This is an optimization exercise on Yosys and OpenROAD, whose aim is small area, not a production implementation.
Only simulation tests tie the RTL to the original design; equivalence was not proved.
No driver is modelled on the clock port, so clocking that relies on it looks cheaper here than on a real chip.
Power figures rest on the tool's default switching activity, not on a simulated workload.

**flow/design.v**
```verilog
module VGAController2(CLK, KBCODE, HCOORD, VCOORD, KBSTROBE, CSEL, ARST_L);
input CLK, ARST_L, KBSTROBE;
input [7:0] KBCODE;
input [9:0] HCOORD;
input [9:0] VCOORD;
output [11:0] CSEL;
function [10:0] add11;
    input [10:0] a;
    input [10:0] b;
    input        cin;
    integer i;
    reg c;
    begin
        c = cin;
        for (i = 0; i < 11; i = i + 1) begin
            add11[i] = a[i] ^ b[i] ^ c;
            c = (a[i] & b[i]) | (c & (a[i] ^ b[i]));
        end
    end
endfunction
function [9:0] inc10;
    input [9:0] a;
    integer i;
    reg c;
    begin
        c = 1'b1;
        for (i = 0; i < 10; i = i + 1) begin
            inc10[i] = a[i] ^ c;
            c = a[i] & c;
        end
    end
endfunction
localparam [17:0] P1 = 18'h2AAAA;
localparam [19:0] P2 = 20'hAAAAA;
reg [17:0] c1;
reg [19:0] c2;
reg refresh;
reg refreshSlow;
wire [17:0] count_i  = c1 ^ P1;
wire [19:0] count2_i = c2 ^ P2;
wire hit1 = (count_i  == 18'h150C9);
wire hit2 = (count2_i == 20'h1C4D6);
wire [17:0] count_n  = {count_i[16:0],  ~(count_i[17]  ^ count_i[10]  ^ hit1)};
wire [19:0] count2_n = {count2_i[18:0], ~(count2_i[19] ^ count2_i[16] ^ hit2)};
always @(posedge CLK) begin
    if (!ARST_L) begin
        c1          <= 18'h2A192 ^ P1;
        c2          <= 20'h389AD ^ P2;
        refresh     <= 1'b0;
        refreshSlow <= 1'b0;
    end else begin
        c1          <= count_n  ^ P1;
        c2          <= count2_n ^ P2;
        refresh     <= hit1;
        refreshSlow <= hit2;
    end
end
reg [9:0]  XP;
reg [10:0] YP;
reg [10:0] yspeed_i;
reg        moveleft, moveright;
reg [6:0]  jumpcount;
reg        jump;
reg [1:0]  laserCount;
reg [1:0]  laser;
reg [9:0]  laserPos1X, laserPos2X, laserPos3X;
reg [10:0] laserPos1Y, laserPos2Y, laserPos3Y;
wire ywrap = (YP <= 11'd10);                           
wire col_N = (YP >= 11'd11) & (YP <= 11'd21);          
wire col_S = (YP >= 11'd482) | ywrap;                  
wire floor = (YP >= 11'd431) | ywrap;                  
wire col_W = (XP <= 10'd32);                           
wire col_E = (XP >= 10'd652);                          
wire col_Elaser1 = (laserPos1X >= 10'd630);
wire col_Elaser2 = (laserPos2X >= 10'd630);
wire col_Elaser3 = (laserPos3X >= 10'd630);
wire kW  = KBSTROBE & (KBCODE == 8'h1D);
wire kD  = KBSTROBE & (KBCODE == 8'h23);
wire kA  = KBSTROBE & (KBCODE == 8'h1C);
wire kSp = KBSTROBE & (KBCODE == 8'h29);
wire p_jump = kW & ~col_N & ~col_S & ~col_W & ~col_E & jump;
wire p_grav = ~KBSTROBE & refreshSlow;
wire [10:0] ys_add = add11(yspeed_i, {{7{p_jump}}, 1'b0, p_jump, p_jump, ~p_jump}, 1'b0);
wire [6:0] jc_inc;
assign jc_inc[0] = ~jumpcount[0];
genvar g;
generate for (g = 1; g < 7; g = g + 1) begin : jci
    assign jc_inc[g] = jumpcount[g] ^ (&jumpcount[g-1:0]);
end endgenerate
always @(posedge CLK or negedge ARST_L) begin
    if (!ARST_L) jump <= 1'b1;
    else         jump <= (jumpcount != 7'd3);
end
wire ys_up  = ~p_jump & p_grav & ~floor & (YP != 11'd430);    
wire ys_clr = ~p_jump & p_grav & ~(~floor & (YP != 11'd430));
always @(posedge CLK) begin
    if (!ARST_L | ys_clr)  yspeed_i[10:1] <= 10'd0;
    else if (p_jump | ys_up) yspeed_i[10:1] <= ys_add[10:1];
    if (!ARST_L | ys_clr)  yspeed_i[0] <= 1'b0;
    else if (ys_up)        yspeed_i[0] <= ~yspeed_i[0];
end
always @(posedge CLK) begin
    if (!ARST_L | ys_clr)  jumpcount <= 7'd0;
    else if (p_jump)       jumpcount <= jc_inc;
end
always @(posedge CLK) begin
    if (!ARST_L) begin
        laserCount <= 2'd0;
        moveleft   <= 1'b0;
        moveright  <= 1'b0;
        laser      <= 2'd0;
    end else if (p_jump | p_grav) begin
    end else if (~KBSTROBE & col_Elaser1) begin
        laserCount <= 2'd0;
    end else if (kD & moveleft) begin
        moveleft <= 1'b0;
    end else if (kA & moveright) begin
        moveright <= 1'b0;
    end else if (kD) begin
        moveright <= 1'b1;
    end else if (kA) begin
        moveleft <= 1'b1;
    end else if (kSp & (laserCount != 2'd3)) begin
        laserCount <= {laserCount[1] ^ laserCount[0], ~laserCount[0]};
        laser      <= {laserCount[1] ^ laserCount[0], ~laserCount[0]};
    end else if (refresh) begin
        laser <= 2'd0;
    end
end
function [9:0] plus5;
    input [9:0] a;
    reg [6:0] hi;
    begin
        hi = inc10({3'b000, a[9:3]}) ;
        plus5[0] = ~a[0];
        plus5[1] = a[1] ^ a[0];
        plus5[2] = ~(a[2] ^ (a[1] & a[0]));
        plus5[9:3] = (a[2] | (a[1] & a[0])) ? hi : a[9:3];
    end
endfunction
wire l_mv = refresh & ~col_Elaser1 & ~col_Elaser2 & ~col_Elaser3;
always @(posedge CLK) begin
    if (!ARST_L) begin
        laserPos1X <= 10'd0; laserPos1Y <= 11'd0;
        laserPos2X <= 10'd0; laserPos2Y <= 11'd0;
        laserPos3X <= 10'd0; laserPos3Y <= 11'd0;
    end else if (laser == 2'd1) begin
        laserPos1X <= XP; laserPos1Y <= YP;
    end else if (laser == 2'd2) begin
        laserPos2X <= XP; laserPos2Y <= YP;
    end else if (laser == 2'd3) begin
        laserPos3X <= XP; laserPos3Y <= YP;
    end else if (l_mv) begin
        laserPos1X <= plus5(laserPos1X);
        laserPos2X <= plus5(laserPos2X);
        laserPos3X <= plus5(laserPos3X);
    end else if (col_Elaser1) begin
        laserPos1X <= 10'd0; laserPos1Y <= 11'd0;
    end else if (col_Elaser2) begin
        laserPos2X <= 10'd0; laserPos2Y <= 11'd0;
    end else if (col_Elaser3) begin
        laserPos3X <= 10'd0; laserPos3Y <= 11'd0;
    end
end
wire [10:0] xp_add = add11({1'b0, XP}, {1'b0, {8{moveleft}}, moveright, moveright | moveleft}, 1'b0);
wire [10:0] yp_add = add11(YP, yspeed_i, 1'b0);
always @(posedge CLK) begin
    if (!ARST_L) begin
        YP <= 11'd250;
        XP <= 10'd341;
    end else if (refresh) begin
        if (col_N)      YP <= 11'd22;
        else if (col_S) YP <= 11'd431;
        else if (col_W) XP <= 10'd33;
        else if (col_E) XP <= 10'd651;
        else if (floor) YP <= 11'd430;
        else begin
            YP <= yp_add;
            XP <= xp_add[9:0];
        end
    end
end
wire [10:0] slo  = add11({6'd0, HCOORD[4:0]}, {6'd0, ~XP[4:0]}, 1'b0);
wire [4:0]  ix   = slo[4:0];
wire        c5   = slo[5];
wire [4:0]  hh   = HCOORD[9:5];
wire [5:0]  hm;                       
assign hm[0] = 1'b1;
generate for (g = 1; g < 6; g = g + 1) begin : hmg
    assign hm[g] = &hh[g-1:0];
end endgenerate
wire [4:0]  xd   = XP[9:5] ^ hh;
wire        sx   = c5 ? ((xd == hm[4:0]) & ~hm[5]) : (xd == 5'd0);
wire [10:0] tlo  = add11({7'd0, VCOORD[3:0]}, {7'd0, ~YP[3:0]}, 1'b0);
wire        c4   = tlo[4];
wire [5:0]  vh   = VCOORD[9:4];
wire [6:0]  vp;                       
wire [6:0]  vm;                       
assign vp[0] = 1'b1;
assign vm[0] = 1'b1;
generate for (g = 1; g < 7; g = g + 1) begin : vmg
    assign vp[g] = &vh[g-1:0];
    assign vm[g] = ~|vh[g-1:0];
end endgenerate
wire [6:0]  yd   = YP[10:4] ^ {1'b0, vh};
wire        e0   = (yd == 7'd0);
wire        ep   = (yd == vp);
wire        em   = (yd == vm) & (|vh);
wire        sy   = (c4 ? (e0 | ep) : (em | e0)) & ~ywrap;
wire [4:0]  iy   = {c4 ? ep : e0, tlo[3:0]};
reg  [3:0] spr;    
always @* begin
    case ({iy, ix})
    10'd649: spr = 4'b1000;
    10'd650: spr = 4'b1000;
    10'd651: spr = 4'b1000;
    10'd652: spr = 4'b1000;
    10'd653: spr = 4'b1000;
    10'd654: spr = 4'b1000;
    10'd655: spr = 4'b1000;
    10'd656: spr = 4'b1000;
    10'd657: spr = 4'b1000;
    10'd658: spr = 4'b1000;
    10'd681: spr = 4'b1000;
    10'd682: spr = 4'b1000;
    10'd683: spr = 4'b1000;
    10'd684: spr = 4'b1000;
    10'd685: spr = 4'b1000;
    10'd686: spr = 4'b1000;
    10'd687: spr = 4'b1000;
    10'd688: spr = 4'b1000;
    10'd689: spr = 4'b1000;
    10'd690: spr = 4'b1000;
    10'd713: spr = 4'b1000;
    10'd714: spr = 4'b1000;
    10'd715: spr = 4'b1101;
    10'd716: spr = 4'b1101;
    10'd717: spr = 4'b1101;
    10'd718: spr = 4'b1101;
    10'd719: spr = 4'b1101;
    10'd720: spr = 4'b1101;
    10'd721: spr = 4'b1101;
    10'd722: spr = 4'b1101;
    10'd745: spr = 4'b1000;
    10'd746: spr = 4'b1000;
    10'd747: spr = 4'b1101;
    10'd748: spr = 4'b1101;
    10'd749: spr = 4'b1101;
    10'd750: spr = 4'b1101;
    10'd751: spr = 4'b1101;
    10'd752: spr = 4'b1101;
    10'd753: spr = 4'b1101;
    10'd754: spr = 4'b1101;
    10'd777: spr = 4'b1000;
    10'd778: spr = 4'b1000;
    10'd779: spr = 4'b1101;
    10'd780: spr = 4'b1101;
    10'd781: spr = 4'b1101;
    10'd782: spr = 4'b1101;
    10'd783: spr = 4'b1111;
    10'd784: spr = 4'b1011;
    10'd785: spr = 4'b1101;
    10'd786: spr = 4'b1101;
    10'd809: spr = 4'b1101;
    10'd810: spr = 4'b1101;
    10'd811: spr = 4'b1101;
    10'd812: spr = 4'b1101;
    10'd813: spr = 4'b1101;
    10'd814: spr = 4'b1101;
    10'd815: spr = 4'b1101;
    10'd816: spr = 4'b1101;
    10'd817: spr = 4'b1101;
    10'd818: spr = 4'b1101;
    10'd841: spr = 4'b1101;
    10'd842: spr = 4'b1101;
    10'd843: spr = 4'b1101;
    10'd844: spr = 4'b1101;
    10'd845: spr = 4'b1101;
    10'd846: spr = 4'b1101;
    10'd847: spr = 4'b1101;
    10'd848: spr = 4'b1101;
    10'd849: spr = 4'b1101;
    10'd850: spr = 4'b1101;
    10'd873: spr = 4'b1101;
    10'd874: spr = 4'b1101;
    10'd875: spr = 4'b1101;
    10'd876: spr = 4'b1101;
    10'd877: spr = 4'b1101;
    10'd878: spr = 4'b1101;
    10'd879: spr = 4'b1101;
    10'd880: spr = 4'b1101;
    10'd881: spr = 4'b1101;
    10'd882: spr = 4'b1101;
    10'd905: spr = 4'b1101;
    10'd906: spr = 4'b1101;
    10'd907: spr = 4'b1101;
    10'd908: spr = 4'b1101;
    10'd909: spr = 4'b1101;
    10'd910: spr = 4'b1101;
    10'd911: spr = 4'b1000;
    10'd912: spr = 4'b1000;
    10'd913: spr = 4'b1000;
    10'd914: spr = 4'b1000;
    10'd937: spr = 4'b1101;
    10'd938: spr = 4'b1101;
    10'd939: spr = 4'b1101;
    10'd940: spr = 4'b1101;
    10'd941: spr = 4'b1101;
    10'd942: spr = 4'b1101;
    10'd943: spr = 4'b1101;
    10'd944: spr = 4'b1101;
    10'd945: spr = 4'b1101;
    10'd946: spr = 4'b1101;
    10'd972: spr = 4'b1101;
    10'd973: spr = 4'b1101;
    10'd974: spr = 4'b1101;
    10'd975: spr = 4'b1101;
    10'd1004: spr = 4'b1101;
    10'd1005: spr = 4'b1101;
    10'd1006: spr = 4'b1101;
    10'd1007: spr = 4'b1101;
    10'd1014: spr = 4'b1000;
    10'd1015: spr = 4'b1000;
    10'd1016: spr = 4'b1000;
    10'd1017: spr = 4'b1000;
    10'd1018: spr = 4'b1000;
    10'd1019: spr = 4'b1000;
    10'd1020: spr = 4'b1000;
    10'd1021: spr = 4'b1000;
    10'd1022: spr = 4'b1000;
    10'd10: spr = 4'b1011;
    10'd11: spr = 4'b1011;
    10'd12: spr = 4'b1011;
    10'd13: spr = 4'b1011;
    10'd14: spr = 4'b1011;
    10'd15: spr = 4'b1011;
    10'd16: spr = 4'b1011;
    10'd17: spr = 4'b1011;
    10'd18: spr = 4'b1011;
    10'd22: spr = 4'b1000;
    10'd23: spr = 4'b1000;
    10'd24: spr = 4'b1000;
    10'd25: spr = 4'b1000;
    10'd26: spr = 4'b1000;
    10'd27: spr = 4'b1000;
    10'd28: spr = 4'b1000;
    10'd29: spr = 4'b1000;
    10'd30: spr = 4'b1000;
    10'd42: spr = 4'b1011;
    10'd43: spr = 4'b1011;
    10'd44: spr = 4'b1011;
    10'd45: spr = 4'b1011;
    10'd46: spr = 4'b1011;
    10'd47: spr = 4'b1011;
    10'd48: spr = 4'b1011;
    10'd49: spr = 4'b1011;
    10'd50: spr = 4'b1011;
    10'd54: spr = 4'b1000;
    10'd55: spr = 4'b1000;
    10'd74: spr = 4'b1011;
    10'd75: spr = 4'b1011;
    10'd76: spr = 4'b1011;
    10'd77: spr = 4'b1101;
    10'd78: spr = 4'b1101;
    10'd79: spr = 4'b1101;
    10'd80: spr = 4'b1101;
    10'd81: spr = 4'b1101;
    10'd82: spr = 4'b1101;
    10'd83: spr = 4'b1101;
    10'd84: spr = 4'b1101;
    10'd85: spr = 4'b1101;
    10'd86: spr = 4'b1101;
    10'd87: spr = 4'b1101;
    10'd106: spr = 4'b1011;
    10'd107: spr = 4'b1011;
    10'd108: spr = 4'b1011;
    10'd109: spr = 4'b1101;
    10'd110: spr = 4'b1101;
    10'd111: spr = 4'b1101;
    10'd112: spr = 4'b1101;
    10'd113: spr = 4'b1101;
    10'd114: spr = 4'b1101;
    10'd115: spr = 4'b1101;
    10'd116: spr = 4'b1101;
    10'd117: spr = 4'b1101;
    10'd118: spr = 4'b1101;
    10'd119: spr = 4'b1101;
    10'd138: spr = 4'b1011;
    10'd139: spr = 4'b1011;
    10'd140: spr = 4'b1011;
    10'd141: spr = 4'b1011;
    10'd142: spr = 4'b1011;
    10'd143: spr = 4'b1011;
    10'd144: spr = 4'b1011;
    10'd145: spr = 4'b1011;
    10'd146: spr = 4'b1011;
    10'd150: spr = 4'b1000;
    10'd151: spr = 4'b1000;
    10'd170: spr = 4'b1011;
    10'd171: spr = 4'b1011;
    10'd172: spr = 4'b1011;
    10'd173: spr = 4'b1011;
    10'd174: spr = 4'b1011;
    10'd175: spr = 4'b1011;
    10'd176: spr = 4'b1011;
    10'd177: spr = 4'b1011;
    10'd178: spr = 4'b1011;
    10'd202: spr = 4'b1011;
    10'd203: spr = 4'b1011;
    10'd204: spr = 4'b1011;
    10'd205: spr = 4'b1011;
    10'd206: spr = 4'b1011;
    10'd207: spr = 4'b1011;
    10'd208: spr = 4'b1011;
    10'd209: spr = 4'b1011;
    10'd210: spr = 4'b1011;
    10'd234: spr = 4'b1011;
    10'd235: spr = 4'b1011;
    10'd236: spr = 4'b1011;
    10'd237: spr = 4'b1011;
    10'd238: spr = 4'b1011;
    10'd239: spr = 4'b1011;
    10'd240: spr = 4'b1011;
    10'd241: spr = 4'b1011;
    10'd242: spr = 4'b1011;
    10'd266: spr = 4'b1011;
    10'd267: spr = 4'b1011;
    10'd268: spr = 4'b1011;
    10'd269: spr = 4'b1011;
    10'd270: spr = 4'b1011;
    10'd271: spr = 4'b1011;
    10'd272: spr = 4'b1011;
    10'd273: spr = 4'b1011;
    10'd274: spr = 4'b1011;
    10'd298: spr = 4'b1011;
    10'd299: spr = 4'b1011;
    10'd300: spr = 4'b1011;
    10'd301: spr = 4'b1011;
    10'd302: spr = 4'b1011;
    10'd303: spr = 4'b1011;
    10'd304: spr = 4'b1011;
    10'd305: spr = 4'b1011;
    10'd306: spr = 4'b1011;
    10'd330: spr = 4'b1011;
    10'd331: spr = 4'b1011;
    10'd332: spr = 4'b1011;
    10'd333: spr = 4'b1011;
    10'd334: spr = 4'b1011;
    10'd335: spr = 4'b1011;
    10'd336: spr = 4'b1011;
    10'd337: spr = 4'b1011;
    10'd338: spr = 4'b1011;
    10'd364: spr = 4'b1000;
    10'd365: spr = 4'b1000;
    10'd367: spr = 4'b1000;
    10'd368: spr = 4'b1000;
    10'd396: spr = 4'b1000;
    10'd397: spr = 4'b1000;
    10'd399: spr = 4'b1000;
    10'd400: spr = 4'b1000;
    10'd428: spr = 4'b1000;
    10'd429: spr = 4'b1000;
    10'd431: spr = 4'b1000;
    10'd432: spr = 4'b1000;
    10'd460: spr = 4'b1000;
    10'd461: spr = 4'b1000;
    10'd463: spr = 4'b1000;
    10'd464: spr = 4'b1000;
    default: spr = 4'b0000;
    endcase
end
wire [6:0] ha  = HCOORD[9:3];
wire [6:0] ham;                        
assign ham[0] = 1'b1;
generate for (g = 1; g < 7; g = g + 1) begin : hag
    assign ham[g] = ~|ha[g-1:0];
end endgenerate
wire       hnz = |ha;
wire [2:0] hl  = HCOORD[2:0];
wire [9:0] vw  = {1'b0, VCOORD[9:1]};
wire [9:0] vwm;                        
assign vwm[0] = 1'b1;
generate for (g = 1; g < 10; g = g + 1) begin : vwg
    assign vwm[g] = ~|vw[g-1:0];
end endgenerate
wire       vnz = |vw;
wire       v0  = VCOORD[0];
function lhit;
    input [9:0]  lx;
    input [10:0] ly;
    input [6:0]  ha;
    input [6:0]  ham;
    input        hnz;
    input [2:0]  hl;
    input [9:0]  vw;
    input [9:0]  vwm;
    input        vnz;
    input        v0;
    reg [6:0] dxh;
    reg [9:0] dyh;
    reg hx, hy;
    begin
        dxh = ha ^ lx[9:3];
        hx  = ((dxh == 7'd0) & (hl >= lx[2:0]) & ~((hl == 3'd7) & (lx[2:0] == 3'd0))) |
              ((dxh == ham) & hnz & ({1'b0, lx[2:0]} >= {1'b0, hl} + 4'd2));
        dyh = vw ^ ly[10:1];
        hy  = ((dyh == 10'd0) & (v0 | ~ly[0])) |
              ((dyh == vwm) & vnz & ~v0 & ly[0]);
        lhit = hx & hy;
    end
endfunction
wire l1 = lhit(laserPos1X, laserPos1Y, ha, ham, hnz, hl, vw, vwm, vnz, v0);
wire l2 = lhit(laserPos2X, laserPos2Y, ha, ham, hnz, hl, vw, vwm, vnz, v0);
wire l3 = lhit(laserPos3X, laserPos3Y, ha, ham, hnz, hl, vw, vwm, vnz, v0);
wire       sp = sx & sy & spr[3];
reg  [2:0] code;
always @(posedge CLK)
    code <= sp ? spr[2:0] : (l1 | l2 | l3) ? 3'b100 : 3'b111;
assign CSEL = {{4{code[2]}},
               code[2] & code[0], code[2] & code[1], code[2] & code[0], code[2] & code[1],
               code[1], code[0], code[1], code[0]};
endmodule
```
**flow/flow/run.sh**
```bash
#!/bin/bash
# Layout flow: the standard ORFS flow (standard.sh) with
#  - the same synthesis script (synth_recipe.tcl), except that
#    * adders are not pre-mapped to full/half-adder cells (ADDER_MAP_FILE
#      empty), so ABC sees all the logic, and
#    * the final technology mapping uses area-oriented ABC scripts
#      (flow/abc.script.in: &deepsyn, then amap or &nf); three such
#      syntheses run side by side (different seeds / mappers) and the one
#      with the smallest cell area is laid out;
#    registers are mapped exactly as in the standard synthesis;
#  - the smallest buffer cell for pass-through outputs and port buffers
#    (every port still gets its own buffer);
#  - clock tree synthesis without dummy loads, with clkbuf_8 only.
# Each tool's output goes to its own log in this folder (and ORFS's logs).
set -euo pipefail
HERE=$(pwd)

ARGS=(ADDER_MAP_FILE=
      "MIN_BUF_CELL_AND_PORTS=sky130_fd_sc_hd__buf_1 A X"
      "BUFFER_PORTS_ARGS=-buffer_cell sky130_fd_sc_hd__buf_1"
      "CTS_ARGS=-sink_clustering_enable -repair_clock_nets -dont_use_dummy_load -buf_list {sky130_fd_sc_hd__clkbuf_8}")

run_synth() {  # $1 = name, $2 = seed, $3 = mapper
  local n=$1
  sed -e "s/@SEED@/$2/" -e "s/@MAP@/$3/" flow/abc.script.in > abc_$n.script
  {
    cat <<TCL
proc abc {args} {
  set i [lsearch \$args -script]
  if { \$i >= 0 } { lset args [expr {\$i + 1}] $HERE/abc_$n.script }
  yosys abc {*}\$args
}
TCL
    cat synth_recipe.tcl
  } > synth_$n.tcl
  sed -E "s#WORK_HOME=[^ ]*/orfs #WORK_HOME=$HERE/syn_$n #" standard.sh > standard_$n.sh
  grep -q "WORK_HOME=$HERE/syn_$n " standard_$n.sh
  bash standard_$n.sh "${ARGS[@]}" SYNTH_SCRIPT=$HERE/synth_$n.tcl synth > synth_$n.log 2>&1
}

run_synth a 1 amap &
run_synth b 2 amap &
run_synth c 3 "\&nf -a" &
wait

best=""; best_area=""
for n in a b c; do
  rpt=syn_$n/reports/sky130hd/VGAController2/base/synth_stat.txt
  [[ -f $rpt ]] || continue
  a=$(awk '/Chip area for module/ {print $NF}' $rpt | tail -1)
  echo "synthesis $n: $a" >> synth_choice.log
  if [[ -z $best ]] || awk "BEGIN{exit !($a < $best_area)}"; then best=$n; best_area=$a; fi
done
echo "chosen: $best ($best_area)" >> synth_choice.log
mkdir -p orfs
cp -a syn_$best/. orfs/
bash standard.sh "${ARGS[@]}" SYNTH_SCRIPT=$HERE/synth_$best.tcl finish > layout.log 2>&1
```
**flow/flow/abc.script.in**
```
strash
dc2
&get -n
&st
&deepsyn -T 100 -S @SEED@
&put
dch -f
@MAP@
```
**flow/standard.sh**
```bash
#!/bin/bash
# synth_recipe.tcl (not shown) runs the flow's synth.tcl, then flattens the netlist and writes it again
# the make line also repeats each setting of config.mk as NAME=value (left out here)
make -C /OpenROAD-flow-scripts/flow DESIGN_CONFIG=/design/flow/config.mk WORK_HOME=/design/flow/orfs CLKGATE_MAP_FILE= SYNTH_SCRIPT=/design/flow/synth_recipe.tcl "${@:-finish}"
```
**flow/config.mk**
```make
export PLATFORM = sky130hd
export DESIGN_NAME = VGAController2
export DESIGN_NICKNAME = VGAController2
export VERILOG_FILES = /design/flow/design.v
export SDC_FILE = /design/flow/constraint.sdc
export NUM_CORES = 4
export LEC_CHECK = 0
export CAP_MARGIN = 20
export CORE_MARGIN = 2
export CORE_UTILIZATION = 50
export SLEW_MARGIN = 20
```
**flow/constraint.sdc**
```tcl
create_clock -name core_clock -period 10.0 [get_ports {CLK}]
set_input_delay 2.0000 -clock core_clock [delete_from_list [all_inputs] [get_ports {CLK}]]
set_output_delay 2.0000 -clock core_clock [all_outputs]
set_load 0.01 [all_outputs]
```
==> results of run 1 <==
==> metrics.yaml, run 1 <==
status:
  haltStage: "synthesis"
  stop_error: "ERROR: Found 2373 problems in 'check -assert'."
  outcome: "did not finish"
synth:
  yosysWarnings: 1
==> run 2: changes to the inputs <==
==> flow/flow/run.sh (replaced) <==
#!/bin/bash
# Layout flow: the standard ORFS flow (standard.sh) with
#  - the same synthesis script (synth_recipe.tcl), except that
#    * adders are not pre-mapped to full/half-adder cells (ADDER_MAP_FILE
#      empty), so ABC sees all the logic, and
#    * the final technology mapping uses an area-oriented ABC script
#      (flow/abc_area.script: &deepsyn for two minutes, then amap);
#    registers are mapped exactly as in the standard synthesis;
#  - the smallest buffer cell for pass-through outputs and port buffers
#    (every port still gets its own buffer);
#  - clock tree synthesis without dummy loads, with clkbuf_8 only.
# Each tool's output goes to its own log in this folder (and ORFS's logs).
set -euo pipefail
HERE=$(pwd)
{
  cat <<TCL
proc abc {args} {
  set i [lsearch \$args -script]
  if { \$i >= 0 } { lset args [expr {\$i + 1}] $HERE/flow/abc_area.script }
  yosys abc {*}\$args
}
TCL
  cat synth_recipe.tcl
} > synth_area.tcl

ARGS=(SYNTH_SCRIPT=$HERE/synth_area.tcl
      ADDER_MAP_FILE=
      "MIN_BUF_CELL_AND_PORTS=sky130_fd_sc_hd__buf_1 A X"
      "BUFFER_PORTS_ARGS=-buffer_cell sky130_fd_sc_hd__buf_1"
      "CTS_ARGS=-sink_clustering_enable -repair_clock_nets -dont_use_dummy_load -buf_list {sky130_fd_sc_hd__clkbuf_8}")
bash standard.sh "${ARGS[@]}" synth > synth.log 2>&1
bash standard.sh "${ARGS[@]}" finish > layout.log 2>&1
==> flow/flow/abc_area.script (new file) <==
strash
dc2
&get -n
&st
&deepsyn -T 120
&put
dch -f
amap
--- a/flow/config.mk
+++ b/flow/config.mk
@@ -8,4 +8,4 @@
 export CAP_MARGIN = 20
 export CORE_MARGIN = 2
-export CORE_UTILIZATION = 50
+export CORE_UTILIZATION = 65
 export SLEW_MARGIN = 20
removed: flow/flow/abc.script.in
==> run 2 against run 1 <==
Effect of this change: the run now finishes clean.
==> metrics.yaml, run 2 <==
cts:
  numCtsBuffers: 17
  h-tree-depth: 4
  cts-root-buf: "clkbuf_8"
  clk_path_buf_depth: 2
  path_clk_slew_ns: 0.10
  clkLatencyLatePin_ns: 0.48
  cts.sinks: 152
  cts_setup_buffers: 0
  hold_buffers: 0
  cts_resized: 0
  tritoncts: "done"
route:
  wl_per_cell_um: 17.2
  drc_errors: 0
  dr.pass1.iters: 7
  vias: 8768
  routed_via_density: 6.39
  drt_iter0_drc: 1109
  ant_nets: 0
  routed_wl_um: 23700
timing:
  fin_skew_ns: 0.0282
  rsz0062_at_grt: "false"
  setup_viol: 0
  hold_violations: 0
  worstMarginPinSlew_ns: 0.858
  slew_headroom: 0.426
  fin_crit_sh: 0.514
  tns_ns: 0
  fin_crit_ns: 5.14
  max_freq_mhz: 195
  slew_viol_final: 0
global_route:
  grt_max_degree: 42
  grt_pass1_wl_um: 38100
  grt-ovfl-total: 0
  grt_pass1_vias: 7678
  antenna_found_initial: 0
  track_usage: 0.365
floorplan:
  num_rows: 40
  initial_core_util: 0.667
  design.die.area_mm2: 0.0133
  ios: 43
  fp.dieH_um: 115
  core_region_area_mm2: 0.0121
  die_w_um: 115
synth:
  synth_compound_area_frac: 0.300
  yosysMostFrequentCell: "nor2_1"
  synthesis.area_mm2: 0.00804
  ys.flop_type: "dfxtp_1"
  yosys.area.top_type: "dfxtp_1"
  avgSynthCellArea_um2: 7.01
  yosys.area_share.adder: 0
  synth_top_area_frac: 0.376
  yosysSeqAreaShare: 0.379
  synthTopCellsByArea: "dfxtp_1 (38%), nor2_1 (11%), clkinv_1 (7.9%)"
  yosys.area_share.simple: 0.238
  synthCells: 1148
  ys_ff_latch: 152
  yosysUniqueCellTypes: 49
  synth_top_family_by_area: "compound AO/OA/AOI/OAI gates"
  synth.area.mux_share: 0
  synthTopCellsByCount: "nor2_1 (234), clkinv_1 (170), dfxtp_1 (151)"
  synth_xor_area_frac: 0
  yosysWarnings: 1  # unchanged
  synth-edff-count: 0
  async_flop_share: 0.00658
cells_and_area:
  largest_register: "c2"
  final_cell_mix: "nor2_1 (234), clkinv_1 (170), dfxtp_1 (151)"
  largest_register_ffs: 20
  regArea_mm2: 0.00305
  stdcell_count: 1373
  drive_gt1_frac: 0.0191
  fin_nets: 1238
  antenna_cells: 0
  reg_top3: "c2 (20), c1 (18)"
  fillers: 1072
  multi_input_area_mm2: 0.00433
  syn_to_final_growth_pct: 7.62
  final_common_cell: "nor2_1"
placement:
  dp_hpwl_um: 17700
  dp.cells: 1356
  place.gp.congestion: 1.04
  io_buffers: 42
worst_setup_path:
  crit_required_ns: 10.34
  critPathKind: "in2reg"
  end_kind: "register"
  cp.arrival_ns: 5.48
  critPathLaunchType: "primary input"
  critPathMaxFanout: 6
power_and_ir_drop:
  peakVddDrop_mv: 0.138
  p_leak_nw: 2.75
  pwr_density_cell_mw_per_mm2: 125
job:
  maxCapViolations: 0
status:
  outcome: "finished clean"
hold_path:
  hp-class: "reg2reg"
==> run 2: path summary, 6_finish.rpt <==
check	from	endpoint	slack, ns	cells past startpoint
worst max-delay path	HCOORD[1]	code[2]$_SDFF_PN1_	4.86	18
worst min-delay path	c2[1]$_SDFF_PN1_	c2[2]$_SDFF_PN1_	0.37	1
worst max register to register	YP[3]$_SDFFE_PN1P_	XP[9]$_SDFFE_PN0P_	5.77	17
worst min register to register	c2[1]$_SDFF_PN1_	c2[2]$_SDFF_PN1_	0.37	1
max in group asynchronous	ARST_L	jump$_DFF_PN1_	8.14	2
min in group asynchronous	ARST_L	jump$_DFF_PN1_	1.83	2
==> run 2: final cells by class <==
type	instances	area share
Multi-Input combinational cell	819	0.500
Sequential cell	152	0.352
Inverter	170	0.0737
Clock buffer	17	0.0270
Tap cell	168	0.0243
Timing Repair Buffer	47	0.0225
==> run 2: metrics by stage <==
stage / hold WS (ns) / utilization / worst slack (ns) / cell area (µm²) / power [W]
final: 0.371 / 0.718 / 4.86 / 8660 / 0.00108
after global routing: 0.399 / 0.718 / 4.31 / 8660 / 0.00112
after CTS: 0.373 / 0.718 / 4.93 / 8660 / 0.00108
after detailed placement: 0.365 / 0.698 / 4.47 / 8420 / 0.000739
after global placement: 0.361 / 0.698 / 4.53 / 8420 / 0.000738
after floorplan: 0.352 / - / 5.19 / 8040 / 0.000701
==> run 2: routing by layer <==
metal | up-vias | wire length (µm) | global-route usage
met5 | - | 0 | 0
met4 | 0 | 830 | 0.164
met3 | 81 | 2340 | 0.0817
met2 | 450 | 10500 | 0.571
met1 | 3987 | 9940 | 0.485
li1 | 4250 | - | -
==> run 2: power breakdown <==
group	leakage [nW]	total [W]	internal (W)	switching [W]
combinational	1.39	0.000105	0.0000314	0.0000739
clock	0.122	0.000351	0.000150	0.000201
sequential	1.24	0.000624	0.000616	0.00000756
total	2.75	0.00108	0.000797	0.000282
==> run 2: worst max-delay path, cell delays in order <==
cell	delay, ns
buf_1	0.23
clkinv_1	0.21
o22ai_1	0.23
clkinv_1	0.13
nand2_1	0.09
o21ai_0	0.10
nand2_1	0.09
o21ai_0	0.10
o21ai_0	0.43
clkinv_1	0.22
nand4_1	0.15
o21ai_0	0.15
a2111oi_0	0.39
a31oi_1	0.07
nor3_1	0.14
o21ai_0	0.16
or3_1	0.43
a21o_1	0.16
==> run 2: kinds of logic (layout without fill, tap and decap cells) <==
group	count (synthesis)	count (layout)
flops	152	152
simple gates	447	447
compound gates	372	372
buf+inv	177	234
==> run 3: changes to the inputs <==
--- a/flow/design.v
+++ b/flow/design.v
@@ -82,13 +82,9 @@
 wire p_grav = ~KBSTROBE & refreshSlow;
 wire [10:0] ys_add = add11(yspeed_i, {{7{p_jump}}, 1'b0, p_jump, p_jump, ~p_jump}, 1'b0);
-wire [6:0] jc_inc;
-assign jc_inc[0] = ~jumpcount[0];
+wire [6:0] jc_inc = {jumpcount[5:0], jumpcount[6] ^ jumpcount[5] ^ (jumpcount[5:0] == 6'd0)};
 genvar g;
-generate for (g = 1; g < 7; g = g + 1) begin : jci
-    assign jc_inc[g] = jumpcount[g] ^ (&jumpcount[g-1:0]);
-end endgenerate
 always @(posedge CLK or negedge ARST_L) begin
     if (!ARST_L) jump <= 1'b1;
-    else         jump <= (jumpcount != 7'd3);
+    else         jump <= (jumpcount != 7'd4);    
 end
 wire ys_up  = ~p_jump & p_grav & ~floor & (YP != 11'd430);    
@@ -259,5 +255,5 @@
     10'd782: spr = 4'b1101;
     10'd783: spr = 4'b1111;
-    10'd784: spr = 4'b1011;
+    10'd784: spr = 4'b1010;
     10'd785: spr = 4'b1101;
     10'd786: spr = 4'b1101;
@@ -329,13 +325,13 @@
     10'd1021: spr = 4'b1000;
     10'd1022: spr = 4'b1000;
-    10'd10: spr = 4'b1011;
-    10'd11: spr = 4'b1011;
-    10'd12: spr = 4'b1011;
-    10'd13: spr = 4'b1011;
-    10'd14: spr = 4'b1011;
-    10'd15: spr = 4'b1011;
-    10'd16: spr = 4'b1011;
-    10'd17: spr = 4'b1011;
-    10'd18: spr = 4'b1011;
+    10'd10: spr = 4'b1010;
+    10'd11: spr = 4'b1010;
+    10'd12: spr = 4'b1010;
+    10'd13: spr = 4'b1010;
+    10'd14: spr = 4'b1010;
+    10'd15: spr = 4'b1010;
+    10'd16: spr = 4'b1010;
+    10'd17: spr = 4'b1010;
+    10'd18: spr = 4'b1010;
     10'd22: spr = 4'b1000;
     10'd23: spr = 4'b1000;
@@ -347,18 +343,18 @@
     10'd29: spr = 4'b1000;
     10'd30: spr = 4'b1000;
-    10'd42: spr = 4'b1011;
-    10'd43: spr = 4'b1011;
-    10'd44: spr = 4'b1011;
-    10'd45: spr = 4'b1011;
-    10'd46: spr = 4'b1011;
-    10'd47: spr = 4'b1011;
-    10'd48: spr = 4'b1011;
-    10'd49: spr = 4'b1011;
-    10'd50: spr = 4'b1011;
+    10'd42: spr = 4'b1010;
+    10'd43: spr = 4'b1010;
+    10'd44: spr = 4'b1010;
+    10'd45: spr = 4'b1010;
+    10'd46: spr = 4'b1010;
+    10'd47: spr = 4'b1010;
+    10'd48: spr = 4'b1010;
+    10'd49: spr = 4'b1010;
+    10'd50: spr = 4'b1010;
     10'd54: spr = 4'b1000;
     10'd55: spr = 4'b1000;
-    10'd74: spr = 4'b1011;
-    10'd75: spr = 4'b1011;
-    10'd76: spr = 4'b1011;
+    10'd74: spr = 4'b1010;
+    10'd75: spr = 4'b1010;
+    10'd76: spr = 4'b1010;
     10'd77: spr = 4'b1101;
     10'd78: spr = 4'b1101;
@@ -372,7 +368,7 @@
     10'd86: spr = 4'b1101;
     10'd87: spr = 4'b1101;
-    10'd106: spr = 4'b1011;
-    10'd107: spr = 4'b1011;
-    10'd108: spr = 4'b1011;
+    10'd106: spr = 4'b1010;
+    10'd107: spr = 4'b1010;
+    10'd108: spr = 4'b1010;
     10'd109: spr = 4'b1101;
     10'd110: spr = 4'b1101;
@@ -386,69 +382,69 @@
     10'd118: spr = 4'b1101;
     10'd119: spr = 4'b1101;
-    10'd138: spr = 4'b1011;
-    10'd139: spr = 4'b1011;
-    10'd140: spr = 4'b1011;
-    10'd141: spr = 4'b1011;
-    10'd142: spr = 4'b1011;
-    10'd143: spr = 4'b1011;
-    10'd144: spr = 4'b1011;
-    10'd145: spr = 4'b1011;
-    10'd146: spr = 4'b1011;
+    10'd138: spr = 4'b1010;
+    10'd139: spr = 4'b1010;
+    10'd140: spr = 4'b1010;
+    10'd141: spr = 4'b1010;
+    10'd142: spr = 4'b1010;
+    10'd143: spr = 4'b1010;
+    10'd144: spr = 4'b1010;
+    10'd145: spr = 4'b1010;
+    10'd146: spr = 4'b1010;
     10'd150: spr = 4'b1000;
     10'd151: spr = 4'b1000;
-    10'd170: spr = 4'b1011;
-    10'd171: spr = 4'b1011;
-    10'd172: spr = 4'b1011;
-    10'd173: spr = 4'b1011;
-    10'd174: spr = 4'b1011;
-    10'd175: spr = 4'b1011;
-    10'd176: spr = 4'b1011;
-    10'd177: spr = 4'b1011;
-    10'd178: spr = 4'b1011;
-    10'd202: spr = 4'b1011;
-    10'd203: spr = 4'b1011;
-    10'd204: spr = 4'b1011;
-    10'd205: spr = 4'b1011;
-    10'd206: spr = 4'b1011;
-    10'd207: spr = 4'b1011;
-    10'd208: spr = 4'b1011;
-    10'd209: spr = 4'b1011;
-    10'd210: spr = 4'b1011;
-    10'd234: spr = 4'b1011;
-    10'd235: spr = 4'b1011;
-    10'd236: spr = 4'b1011;
-    10'd237: spr = 4'b1011;
-    10'd238: spr = 4'b1011;
-    10'd239: spr = 4'b1011;
-    10'd240: spr = 4'b1011;
-    10'd241: spr = 4'b1011;
-    10'd242: spr = 4'b1011;
-    10'd266: spr = 4'b1011;
-    10'd267: spr = 4'b1011;
-    10'd268: spr = 4'b1011;
-    10'd269: spr = 4'b1011;
-    10'd270: spr = 4'b1011;
-    10'd271: spr = 4'b1011;
-    10'd272: spr = 4'b1011;
-    10'd273: spr = 4'b1011;
-    10'd274: spr = 4'b1011;
-    10'd298: spr = 4'b1011;
-    10'd299: spr = 4'b1011;
-    10'd300: spr = 4'b1011;
-    10'd301: spr = 4'b1011;
-    10'd302: spr = 4'b1011;
-    10'd303: spr = 4'b1011;
-    10'd304: spr = 4'b1011;
-    10'd305: spr = 4'b1011;
-    10'd306: spr = 4'b1011;
-    10'd330: spr = 4'b1011;
-    10'd331: spr = 4'b1011;
-    10'd332: spr = 4'b1011;
-    10'd333: spr = 4'b1011;
-    10'd334: spr = 4'b1011;
-    10'd335: spr = 4'b1011;
-    10'd336: spr = 4'b1011;
-    10'd337: spr = 4'b1011;
-    10'd338: spr = 4'b1011;
+    10'd170: spr = 4'b1010;
+    10'd171: spr = 4'b1010;
+    10'd172: spr = 4'b1010;
+    10'd173: spr = 4'b1010;
+    10'd174: spr = 4'b1010;
+    10'd175: spr = 4'b1010;
+    10'd176: spr = 4'b1010;
+    10'd177: spr = 4'b1010;
+    10'd178: spr = 4'b1010;
+    10'd202: spr = 4'b1010;
+    10'd203: spr = 4'b1010;
+    10'd204: spr = 4'b1010;
+    10'd205: spr = 4'b1010;
+    10'd206: spr = 4'b1010;
+    10'd207: spr = 4'b1010;
+    10'd208: spr = 4'b1010;
+    10'd209: spr = 4'b1010;
+    10'd210: spr = 4'b1010;
+    10'd234: spr = 4'b1010;
+    10'd235: spr = 4'b1010;
+    10'd236: spr = 4'b1010;
+    10'd237: spr = 4'b1010;
+    10'd238: spr = 4'b1010;
+    10'd239: spr = 4'b1010;
+    10'd240: spr = 4'b1010;
+    10'd241: spr = 4'b1010;
+    10'd242: spr = 4'b1010;
+    10'd266: spr = 4'b1010;
+    10'd267: spr = 4'b1010;
+    10'd268: spr = 4'b1010;
+    10'd269: spr = 4'b1010;
+    10'd270: spr = 4'b1010;
+    10'd271: spr = 4'b1010;
+    10'd272: spr = 4'b1010;
+    10'd273: spr = 4'b1010;
+    10'd274: spr = 4'b1010;
+    10'd298: spr = 4'b1010;
+    10'd299: spr = 4'b1010;
+    10'd300: spr = 4'b1010;
+    10'd301: spr = 4'b1010;
+    10'd302: spr = 4'b1010;
+    10'd303: spr = 4'b1010;
+    10'd304: spr = 4'b1010;
+    10'd305: spr = 4'b1010;
+    10'd306: spr = 4'b1010;
+    10'd330: spr = 4'b1010;
+    10'd331: spr = 4'b1010;
+    10'd332: spr = 4'b1010;
+    10'd333: spr = 4'b1010;
+    10'd334: spr = 4'b1010;
+    10'd335: spr = 4'b1010;
+    10'd336: spr = 4'b1010;
+    10'd337: spr = 4'b1010;
+    10'd338: spr = 4'b1010;
     10'd364: spr = 4'b1000;
     10'd365: spr = 4'b1000;
@@ -519,4 +515,4 @@
 assign CSEL = {{4{code[2]}},
                code[2] & code[0], code[2] & code[1], code[2] & code[0], code[2] & code[1],
-               code[1], code[0], code[1], code[0]};
+               code[1], code[1] | code[0], code[1], code[1] | code[0]};
 endmodule
==> flow/flow/run.sh (replaced) <==
#!/bin/bash
# Layout flow: the standard ORFS flow (standard.sh) with
#  - the same synthesis script (synth_recipe.tcl), except that
#    * adders are not pre-mapped to full/half-adder cells (ADDER_MAP_FILE
#      empty), so ABC sees all the logic, and
#    * the final technology mapping uses area-oriented ABC scripts
#      (flow/abc.script.in: &deepsyn, then amap or &nf); three such
#      syntheses run side by side (different seeds / mappers) and the one
#      with the smallest cell area is laid out;
#    registers are mapped exactly as in the standard synthesis;
#  - the smallest buffer cell for pass-through outputs and port buffers
#    (every port still gets its own buffer);
#  - clock tree synthesis without dummy loads, with clkbuf_8 only.
# Each tool's output goes to its own log in this folder (and ORFS's logs).
set -euo pipefail
HERE=$(pwd)

ARGS=(ADDER_MAP_FILE=
      "MIN_BUF_CELL_AND_PORTS=sky130_fd_sc_hd__buf_1 A X"
      "BUFFER_PORTS_ARGS=-buffer_cell sky130_fd_sc_hd__buf_1"
      "CTS_ARGS=-sink_clustering_enable -repair_clock_nets -dont_use_dummy_load -buf_list {sky130_fd_sc_hd__clkbuf_8}")

run_synth() {  # $1 = name, $2 = seed, $3 = mapper
  local n=$1
  sed -e "s/@SEED@/$2/" -e "s/@MAP@/$3/" flow/abc.script.in | tr '|' '\n' > abc_$n.script
  {
    cat <<TCL
proc abc {args} {
  set i [lsearch \$args -script]
  if { \$i >= 0 } { lset args [expr {\$i + 1}] $HERE/abc_$n.script }
  yosys abc {*}\$args
}
TCL
    cat synth_recipe.tcl
  } > synth_$n.tcl
  sed -E "s#WORK_HOME=[^ ]*/orfs #WORK_HOME=$HERE/syn_$n #" standard.sh > standard_$n.sh
  grep -q "WORK_HOME=$HERE/syn_$n " standard_$n.sh
  bash standard_$n.sh "${ARGS[@]}" SYNTH_SCRIPT=$HERE/synth_$n.tcl synth > synth_$n.log 2>&1
}

run_synth a 1 "\&put|dch -f|amap" &
run_synth b 2 "\&put|dch -f|amap" &
run_synth c 3 "\&dch -f|\&nf -a|\&put" &
wait

best=""; best_area=""
for n in a b c; do
  rpt=syn_$n/reports/sky130hd/VGAController2/base/synth_stat.txt
  [[ -f $rpt && -f syn_$n/results/sky130hd/VGAController2/base/1_synth.odb ]] || continue
  a=$(awk '/Chip area for module/ {print $NF}' $rpt | tail -1)
  echo "synthesis $n: $a" >> synth_choice.log
  if [[ -z $best ]] || awk "BEGIN{exit !($a < $best_area)}"; then best=$n; best_area=$a; fi
done
echo "chosen: $best ($best_area)" >> synth_choice.log
mkdir -p orfs
cp -a syn_$best/. orfs/
bash standard.sh "${ARGS[@]}" SYNTH_SCRIPT=$HERE/synth_$best.tcl finish > layout.log 2>&1
==> flow/flow/abc.script.in (new file) <==
strash
dc2
&get -n
&st
&deepsyn -T 100 -S @SEED@
@MAP@
--- a/flow/config.mk
+++ b/flow/config.mk
@@ -8,4 +8,4 @@
 export CAP_MARGIN = 20
 export CORE_MARGIN = 2
-export CORE_UTILIZATION = 65
+export CORE_UTILIZATION = 50
 export SLEW_MARGIN = 20
removed: flow/flow/abc_area.script
==> run 3 against run 2 <==
Effect of this change: still clean on timing, DRC and antenna; first-iteration DRC count fell by 32%; core utilization down 17 points; sequential power shrank 0.6%; fmax is 10% higher; die area increased by 29%; sequential share of layout area down 0.15 points; via count shrank 3.5%; global-route usage is 7.3 points lower; worst setup slack better by 0.47 ns; area after synthesis down 0.30%; critical path type unchanged; critical endpoint is now code[0]$_DFF_P_; largest cell class unchanged; largest power group unchanged; highest routed layer unchanged.
==> metrics.yaml, run 3 <==
cts:
  cts-root-buf: "clkbuf_8"
  numCtsBuffers: 17  # unchanged
  cts_setup_buffers: 0  # unchanged
  hold_buffers: 0  # unchanged
  path_clk_slew_ns: 0.08  # -0.02 ns
  clkLatencyLatePin_ns: 0.46  # -0.02 ns
  cts_resized: 0  # unchanged
  h-tree-depth: 4  # unchanged
  tritoncts: "done"
  cts.sinks: 152  # unchanged
  clk_path_buf_depth: 2  # unchanged
placement:
  io_buffers: 42  # unchanged
  dp_hpwl_um: 18700  # +5.4%
  place.gp.congestion: 1.04  # +0.45%
  post-place-ws_ns: 4.99  # +0.515 ns
synth:
  synth_top_area_frac: 0.377  # +0.00111
  synthesis.area_mm2: 0.00802  # -0.30%
  yosysUniqueCellTypes: 49  # unchanged
  synth_xor_area_frac: 0  # unchanged
  synth_compound_area_frac: 0.306  # +0.00541
  synth.area.mux_share: 0  # unchanged
  yosysSeqAreaShare: 0.380  # +0.00112
  avgSynthCellArea_um2: 7.11  # +1.5%
  yosysMostFrequentCell: "nor2_1"
  yosys.area_share.simple: 0.229  # -0.00912
  synth_top_family_by_area: "compound AO/OA/AOI/OAI gates"
  synthCells: 1128  # -1.7%
  synthTopCellsByCount: "nor2_1 (217), clkinv_1 (173), dfxtp_1 (151)"
  yosys.area.top_type: "dfxtp_1"
  ys.flop_type: "dfxtp_1"
  yosys.area_share.adder: 0  # unchanged
  yosysWarnings: 1  # unchanged
  async_flop_share: 0.00658  # unchanged
  synthTopCellsByArea: "dfxtp_1 (38%), nor2_1 (10%), clkinv_1 (8.1%)"
  ys_ff_latch: 152  # unchanged
  synth-edff-count: 0  # unchanged
route:
  wl_per_cell_um: 17.7  # +2.7%
  drc_errors: 0  # unchanged
  dr.pass1.iters: 5  # -2
  vias: 8460  # -3.5%
  ant_nets: 0  # unchanged
  routed_via_density: 6.04  # -5.4%
  drt_iter0_drc: 756  # -32%
  routed_wl_um: 24800  # +4.7%
cells_and_area:
  largest_register: "c2"
  fin_nets: 1217  # -1.7%
  antenna_cells: 0  # unchanged
  multi_input_area_mm2: 0.00429  # -0.98%
  drive_gt1_frac: 0.0203  # +0.00118
  syn_to_final_growth_pct: 8.39
  reg_top3: "c2 (20), c1 (18)"
  final_common_cell: "nor2_1"
  fillers: 1659  # +55%
  largest_register_ffs: 20  # unchanged
  regArea_mm2: 0.00305  # unchanged
  final_cell_mix: "nor2_1 (217), clkinv_1 (173), dfxtp_1 (151)"
timing:
  worst_slack_ns: 5.33  # +0.467 ns
  rsz0062_at_grt: "false"
  setup_viol: 0  # unchanged
  fin_skew_ns: 0.0420  # +0.0138 ns
  hold_violations: 0  # unchanged
  fin_crit_sh: 0.467  # -0.0467
  tns_ns: 0  # unchanged
  slew_headroom: 0.257  # -0.170
  fin_crit_ns: 4.67  # -0.467 ns
  worstMarginPinSlew_ns: 1.11  # +0.254 ns
  slew_viol_final: 0  # unchanged
  max_freq_mhz: 214  # +10%
worst_setup_path:
  critPathMaxFanout: 7  # +1
  crit_required_ns: 10.31  # -0.03 ns
  crit_chain: "buf_1 -> clkinv_1 -> nor2_1 -> clkinv_1 -> o22ai_1 -> nand2_1 -> o21ai_0 -> nand2_1 -> o21ai_0 -> nor2_1 -> a21oi_1 -> nor3_1 -> a31oi_1 -> clkinv_1 -> a31oi_1 -> a21oi_1 -> o21ai_0 -> nor2b_1 -> nor2_1"
  worst-path-buf-inv: 4  # unchanged
  critPathLaunchType: "primary input"
  reg2reg_slack_ns: 6.10  # +0.33 ns
  path_delay_family: "compound AO/OA/AOI/OAI gates"
  critPathKind: "in2reg"
  end_kind: "register"
  max_stage_delay_ns: 0.30  # -0.13 ns
  slowest_stage: "a31oi_1"
  cp.arrival_ns: 4.98  # -0.50 ns
global_route:
  antenna_found_initial: 0  # unchanged
  grt_pass1_wl_um: 38400  # +0.81%
  grt_max_degree: 40  # -4.8%
  grt_pass1_vias: 7409  # -3.5%
  grt-ovfl-total: 0  # unchanged
  track_usage: 0.292  # -0.0731
hold_path:
  hp-class: "reg2reg"
status:
  outcome: "finished clean"
power_and_ir_drop:
  pwr_density_cell_mw_per_mm2: 124  # -0.93%
  clkPwrFrac: 0.332  # +0.007
  switching_share: 0.260  # -0.00136
  p_total_w: 0.00107  # -0.52%
  switchingPower_w: 0.000279  # -1.0%
  p_int_w: 0.000795  # -0.33%
  p_leak_nw: 2.75  # -0.10%
  p_comb_frac: 0.091  # -0.006
  peakVddDrop_mv: 0.102  # -26%
  p_seq_frac: 0.577  # about the same
floorplan:
  fp.dieH_um: 131  # +13%
  initial_core_util: 0.509  # -0.158
  core_region_area_mm2: 0.0158  # +31%
  ios: 43  # unchanged
  die_w_um: 131  # +13%
  design.die.area_mm2: 0.0171  # +29%
  num_rows: 46  # +15%
job:
  maxCapViolations: 0  # unchanged
## run 3: cell count changes after synthesis, sizes merged, moves of 8 or more
cell    delta
a22oi     -10
nand2     -22
nor2      -17
o21ai     -16
o221ai     +8
o22ai     +27
## run 3: per-stage QoR
| stage | util | std cells | hold WS (ns) | cell area [µm²] |
|---|---|---|---|---|
| floorplan | - | 1128 | 0.352 | 8020 |
| global placement | 0.536 | 1383 | 0.362 | 8460 |
| detailed placement | 0.536 | 1383 | 0.363 | 8460 |
| CTS | 0.551 | 1400 | 0.381 | 8690 |
| global route | 0.551 | 1400 | 0.396 | 8690 |
| finish | 0.551 | 1400 | 0.381 | 8690 |
## run 3: path summary, 6_finish.rpt
kind	from	cells after the start	to
max reg2reg	YP[3]$_SDFFE_PN1P_	17	yspeed_i[10]$_SDFFE_PP0P_
min	c2[18]$_SDFF_PN0_	1	c2[19]$_SDFF_PN1_
max in group asynchronous	ARST_L	2	jump$_DFF_PN1_
min in group asynchronous	ARST_L	2	jump$_DFF_PN1_
min reg2reg	c2[18]$_SDFF_PN0_	1	c2[19]$_SDFF_PN1_
max	HCOORD[0]	19	code[0]$_DFF_P_
## run 3: final cells by class
type                    count  share of cell area
multi-input cells         794               0.493
clock buffers              17              0.0269
well taps                 216              0.0311
inverters                 173              0.0747
repair buffers             48              0.0233
flip-flops and latches    152               0.351
## run 3: power by group through the flow
stage                     clock network, W  registers [W]   logic, W
after floorplan                          0       0.000633  0.0000597
after global placement                   0       0.000634  0.0000951
after global routing              0.000384       0.000621   0.000106
after detailed placement                 0       0.000634  0.0000947
after CTS                         0.000364       0.000620  0.0000951
final                             0.000356       0.000620  0.0000977
## run 3: kinds of logic (layout without fill, tap and decap cells)
group / Yosys count / in the layout
simple gates: 419 / 419
flops: 152 / 152
compound gates: 375 / 375
buf+inv: 182 / 238
## run 3: metal layers
| metal | up-vias | global-route usage | part of all wire |
|---|---|---|---|
| li1 | 4198 | - | - |
| met1 | 3894 | 0.405 | 0.46 |
| met2 | 328 | 0.473 | 0.45 |
| met3 | 40 | 0.0493 | 0.064 |
| met4 | 0 | 0.0801 | 0.019 |
| met5 | - | 0 | 0 |
==> run 4: changes to the inputs <==
--- a/flow/flow/run.sh
+++ b/flow/flow/run.sh
@@ -11,5 +11,8 @@
 #  - the smallest buffer cell for pass-through outputs and port buffers
 #    (every port still gets its own buffer);
-#  - clock tree synthesis without dummy loads, with clkbuf_8 only.
+#  - clock tree synthesis without dummy loads, with clkbuf_4 buffers; after
+#    it, each clock buffer whose flip-flop clock pins would see a slew over
+#    85 ps is upsized to clkbuf_8 (flow/clock_buffers.tcl);
+#  - buffers from synthesis removed at floorplan (REMOVE_ABC_BUFFERS).
 # Each tool's output goes to its own log in this folder (and ORFS's logs).
 set -euo pipefail
@@ -19,5 +22,8 @@
       "MIN_BUF_CELL_AND_PORTS=sky130_fd_sc_hd__buf_1 A X"
       "BUFFER_PORTS_ARGS=-buffer_cell sky130_fd_sc_hd__buf_1"
-      "CTS_ARGS=-sink_clustering_enable -repair_clock_nets -dont_use_dummy_load -buf_list {sky130_fd_sc_hd__clkbuf_8}")
+      "CTS_ARGS=-sink_clustering_enable -repair_clock_nets -dont_use_dummy_load -buf_list {sky130_fd_sc_hd__clkbuf_4}"
+      POST_CTS_TCL=$HERE/flow/clock_buffers.tcl
+      REMOVE_ABC_BUFFERS=1)
+export CLK_SLEW_TARGET=0.085
 
 run_synth() {  # $1 = name, $2 = seed, $3 = mapper
==> flow/flow/clock_buffers.tcl (new file) <==
# Upsize the clock-tree buffers whose flip-flop clock pins see a high slew.
estimate_parasitics -placement
set lib_big [get_lib_cells sky130_fd_sc_hd__clkbuf_8]
set changed 0
foreach inst [get_cells -hierarchical *] {
  set m [get_property $inst ref_name]
  if { $m ne "sky130_fd_sc_hd__clkbuf_4" } { continue }
  set out [get_pins -of_objects $inst -filter "direction == output"]
  set net [get_nets -of_objects $out]
  set worst 0
  foreach p [get_pins -of_objects $net -filter "direction == input"] {
    set s [get_property $p slew_max]
    if { $s > $worst } { set worst $s }
  }
  if { $worst > $::env(CLK_SLEW_TARGET) } {
    replace_cell $inst $lib_big
    incr changed
  }
}
puts "clock buffers upsized: $changed"
if { $changed > 0 } {
  detailed_placement
  estimate_parasitics -placement
}
==> run 4 against run 3 <==
Effect of this change: die area grew 0.33%; cell count grew 1.3%; via count increased by 0.38%; largest power group unchanged.
==> metrics.yaml, run 4 <==
power_and_ir_drop:
  pwr_density_cell_mw_per_mm2: 126  # +1.8%
  p_total_w: 0.00109  # +1.8%
  p_leak_nw: 2.77  # +1.0%
  p_seq_frac: 0.573  # -0.004
  clkPwrFrac: 0.313  # -0.019
  peakVddDrop_mv: 0.116  # +15%
  switchingPower_w: 0.000300  # +7.2%
  p_int_w: 0.000794  # -0.13%
  p_comb_frac: 0.114  # +0.023
  switching_share: 0.274  # +0.0140
route:
  routed.top_layer: "met4"
  ant_nets: 0  # unchanged
  wl_met1_um: 11300  # -1.7%
  drt_iter0_drc: 871  # +15%
  routed_via_density: 5.99  # -0.90%
  drc_errors: 0  # unchanged
  dr.pass1.iters: 6  # +1
  wl_met2_um: 10800  # -3.9%
  routed_wl_um: 24500  # -1.2%
  dr_wl_met3_um: 1760  # +12%
  vias: 8492  # +0.38%
  wl_per_cell_um: 17.2  # -2.5%
synth:
  async_flop_share: 0.00658  # unchanged
  yosysSeqAreaShare: 0.379  # -0.00130
  synthCells: 1147  # +1.7%
  yosysWarnings: 1  # unchanged
  synthTopCellsByCount: "nor2_1 (239), clkinv_1 (175), dfxtp_1 (151)"
  ys.flop_type: "dfxtp_1"
  ys_ff_latch: 152  # unchanged
  synth_top_area_frac: 0.376  # -0.00129
  synthesis.area_mm2: 0.00805  # +0.34%
  yosysUniqueCellTypes: 46  # -6.1%
  avgSynthCellArea_um2: 7.02  # -1.3%
  yosys.area.top_type: "dfxtp_1"
  synth-edff-count: 0  # unchanged
  synthTopCellsByArea: "dfxtp_1 (38%), nor2_1 (11%), clkinv_1 (8.2%)"
  yosysMostFrequentCell: "nor2_1"
worst_setup_path:
  critPathKind: "in2reg"
  max_stage_delay_ns: 0.39  # +0.09 ns
  worst-path-buf-inv: 5  # +1
  end_kind: "register"
  critPathMaxFanout: 9  # +2
  slowest_stage: "o21ai_0"
  path_delay_family: "compound AO/OA/AOI/OAI gates"
  cp.arrival_ns: 5.07  # +0.09 ns
  crit_chain: "buf_1 -> clkinv_1 -> o22ai_1 -> clkinv_1 -> nand2_1 -> o21ai_0 -> nand2_1 -> o21ai_0 -> o21ai_0 -> clkinv_1 -> a221oi_1 -> nor3_1 -> nor4_1 -> o21ai_0 -> nor3_1 -> clkinv_1"
  crit_required_ns: 10.32  # about the same
  critPathLaunchType: "primary input"
cells_and_area:
  largest_register: "c2"
  final_common_cell: "nor2_1"
  largest_register_ffs: 20  # unchanged
  fin_nets: 1235  # +1.5%
  antenna_cells: 0  # unchanged
  reg_top3: "c2 (20), c1 (18)"
  final_cell_mix: "nor2_1 (239), clkinv_1 (175), dfxtp_1 (151)"
  drive_gt1_frac: 0.0191  # -0.00114
  syn_to_final_growth_pct: 8.04
  final_core_util: 0.549  # -0.00193
floorplan:
  initial_core_util: 0.508  # about the same
  design.die.area_mm2: 0.0171  # +0.33%
  num_rows: 46  # unchanged
  core_region_area_mm2: 0.0158  # +0.37%
  die_w_um: 131  # +0.16%
  ios: 43  # unchanged
  fp.dieH_um: 131  # +0.16%
global_route:
  grt_pass1_wl_um: 38600  # +0.67%
  antenna_found_initial: 0  # unchanged
  grt_max_degree: 45  # +13%
  grt_pass1_vias: 7573  # +2.2%
  track_usage: 0.291  # -0.00116
  grt-ovfl-total: 0  # unchanged
timing:
  slew_viol_final: 0  # unchanged
  tns_ns: 0  # unchanged
  rsz0062_at_grt: "false"
  fin_skew_ns: 0.0328  # -0.00918 ns
  fin_crit_sh: 0.475  # +0.00815
  max_freq_mhz: 210  # -1.7%
  hold_violations: 0  # unchanged
  setup_viol: 0  # unchanged
  slew_headroom: 0.230  # -0.0265
  worstMarginPinSlew_ns: 1.15  # +0.0397 ns
  fin_crit_ns: 4.75  # +0.0815 ns
  worst_slack_ns: 5.25  # -0.0815 ns
placement:
  place.gp.congestion: 0.973  # -6.8%
  post-place-ws_ns: 4.85  # -0.136 ns
  dp_hpwl_um: 18300  # -1.7%
  io_buffers: 42  # unchanged
status:
  outcome: "finished clean"
cts:
  path_clk_slew_ns: 0.10  # +0.02 ns
  cts.sinks: 152  # unchanged
  tritoncts: "done"
  clkLatencyLatePin_ns: 0.45  # about the same
hold_path:
  hp-class: "reg2reg"
job:
  maxCapViolations: 0  # unchanged
run 4: cell types whose count changed after synthesis, moves of 4 or more:
cell and delta:
a2111oi_0 +5, a211oi_1 +5, a21oi_1 -7, a22oi_1 +4, nand2_1 +11, nand3_1 -4, nor2_1 +22, nor3_1 +9
o21a_1 +5, o21ai_0 +4, o22ai_1 -15, o31a_1 +4, or2_0 -6
run 4: final cells by class:
class	count	area (µm²)
fillers	1589	7130
multi-input cells	811	4310
flip-flops and latches	152	3050
inverters	175	657
well taps	216	270
clock buffers	17	215
repair buffers	47	195
run 4: through the flow:
stage               hold slack (ns)  std cells  cell area, µm²
global placement              0.359       1401            8480
global route                  0.390       1418            8690
finish                        0.367       1418            8690
floorplan                     0.352       1138            8010
detailed placement            0.365       1401            8480
run 4: worst paths after layout:
| kind | start | to | slack [ns] | depth (start not counted) |
|---|---|---|---|---|
| min in group asynchronous | ARST_L | jump$_DFF_PN1_ | 1.88 | 2 |
| worst max register to register | YP[3]$_SDFFE_PN1P_ | XP[7]$_SDFFE_PN0P_ | 5.69 | 13 |
| worst max-delay path | VCOORD[1] | code[2]$_SDFF_PN1_ | 5.25 | 16 |
| max in group asynchronous | ARST_L | jump$_DFF_PN1_ | 8.10 | 2 |
| worst min register to register | c2[1]$_SDFF_PN1_ | c2[2]$_SDFF_PN1_ | 0.37 | 1 |
| worst min-delay path | c2[1]$_SDFF_PN1_ | c2[2]$_SDFF_PN1_ | 0.37 | 1 |
run 4: routing by layer:
layer	up-vias	global-route usage
met2	332	0.467
met3	46	0.0460
met4	0	0.0895
li1	4238	-
met5	-	0
met1	3876	0.405
run 4: logic make-up (layout without fill, tap and decap cells):
kind of cell           Yosys count  after routing  synth area share
AO/OA/AOI/OAI                  363            363             0.296
buffers and inverters          184            239            0.0858
flip-flops                     152            152             0.379
AND/OR/NAND/NOR                448            448             0.239
run 4: worst reg2reg max path: stages, from the launching register on:
cell and delay (ns):
dfxtp_1 0.53, clkinv_1 0.39, o21ai_0 0.30, nor2_1 0.14
nor3_1 0.24, o21ai_0 0.18, a21oi_1 0.28, clkinv_1 0.15
a211oi_1 0.74, clkinv_1 0.29, or3_1 0.45, or3_1 0.34
nand3_1 0.09, o211ai_1 0.08
run 4: power by group through the flow:
| stage | Sequential (W) | Clock, W | Combinational (W) |
|---|---|---|---|
| 6_report | 0.000627 | 0.000342 | 0.000124 |
| 5_1_grt | 0.000629 | 0.000366 | 0.000137 |
| 3_5_place_dp | 0.000641 | 0 | 0.000121 |
| 3_3_place_gp | 0.000641 | 0 | 0.000121 |
| 2_1_floorplan | 0.000638 | 0 | 0.0000791 |

==> what the ideal ports hide <==
In the flow no input, the clock included, has a driving cell. The finished layouts below were timed again as built, in two steps.
Step 1, drivers: a clkbuf_16 drives CLK and a buf_2 each remaining input, both assumed.
Step 2 moves the port delays by t, midway between the first and last clock arrival at a register: inputs arrive t later, outputs are due t later. That takes back most of the time a late clock gives input paths.
Three values: no drivers, after step 1, after step 2; two values: the first two.
| run | shift t [ns] | setup WS [ns] | hold WS [ns] | latest minus earliest clock arrival (ns) | worst slew at a driven data input, ns |
|---|---|---|---|---|---|
| run 2 | 0.497 | 4.862 / 4.874 / 4.377 | 0.371 / 0.371 / 0.371 | 0.040 / 0.040 | 0.03 |
| run 3 | 0.476 | 5.329 / 5.344 / 4.868 | 0.381 / 0.381 / 0.381 | 0.044 / 0.044 | 0.04 |
| run 4 | 0.479 | 5.247 / 5.260 / 4.782 | 0.367 / 0.367 / 0.367 | 0.035 / 0.035 | 0.06 |
After both steps setup and hold are still met in every run listed. For run 2, which loses most, drivers alone change the setup slack by +0.012 ns; drivers and shift together by -0.485 ns.
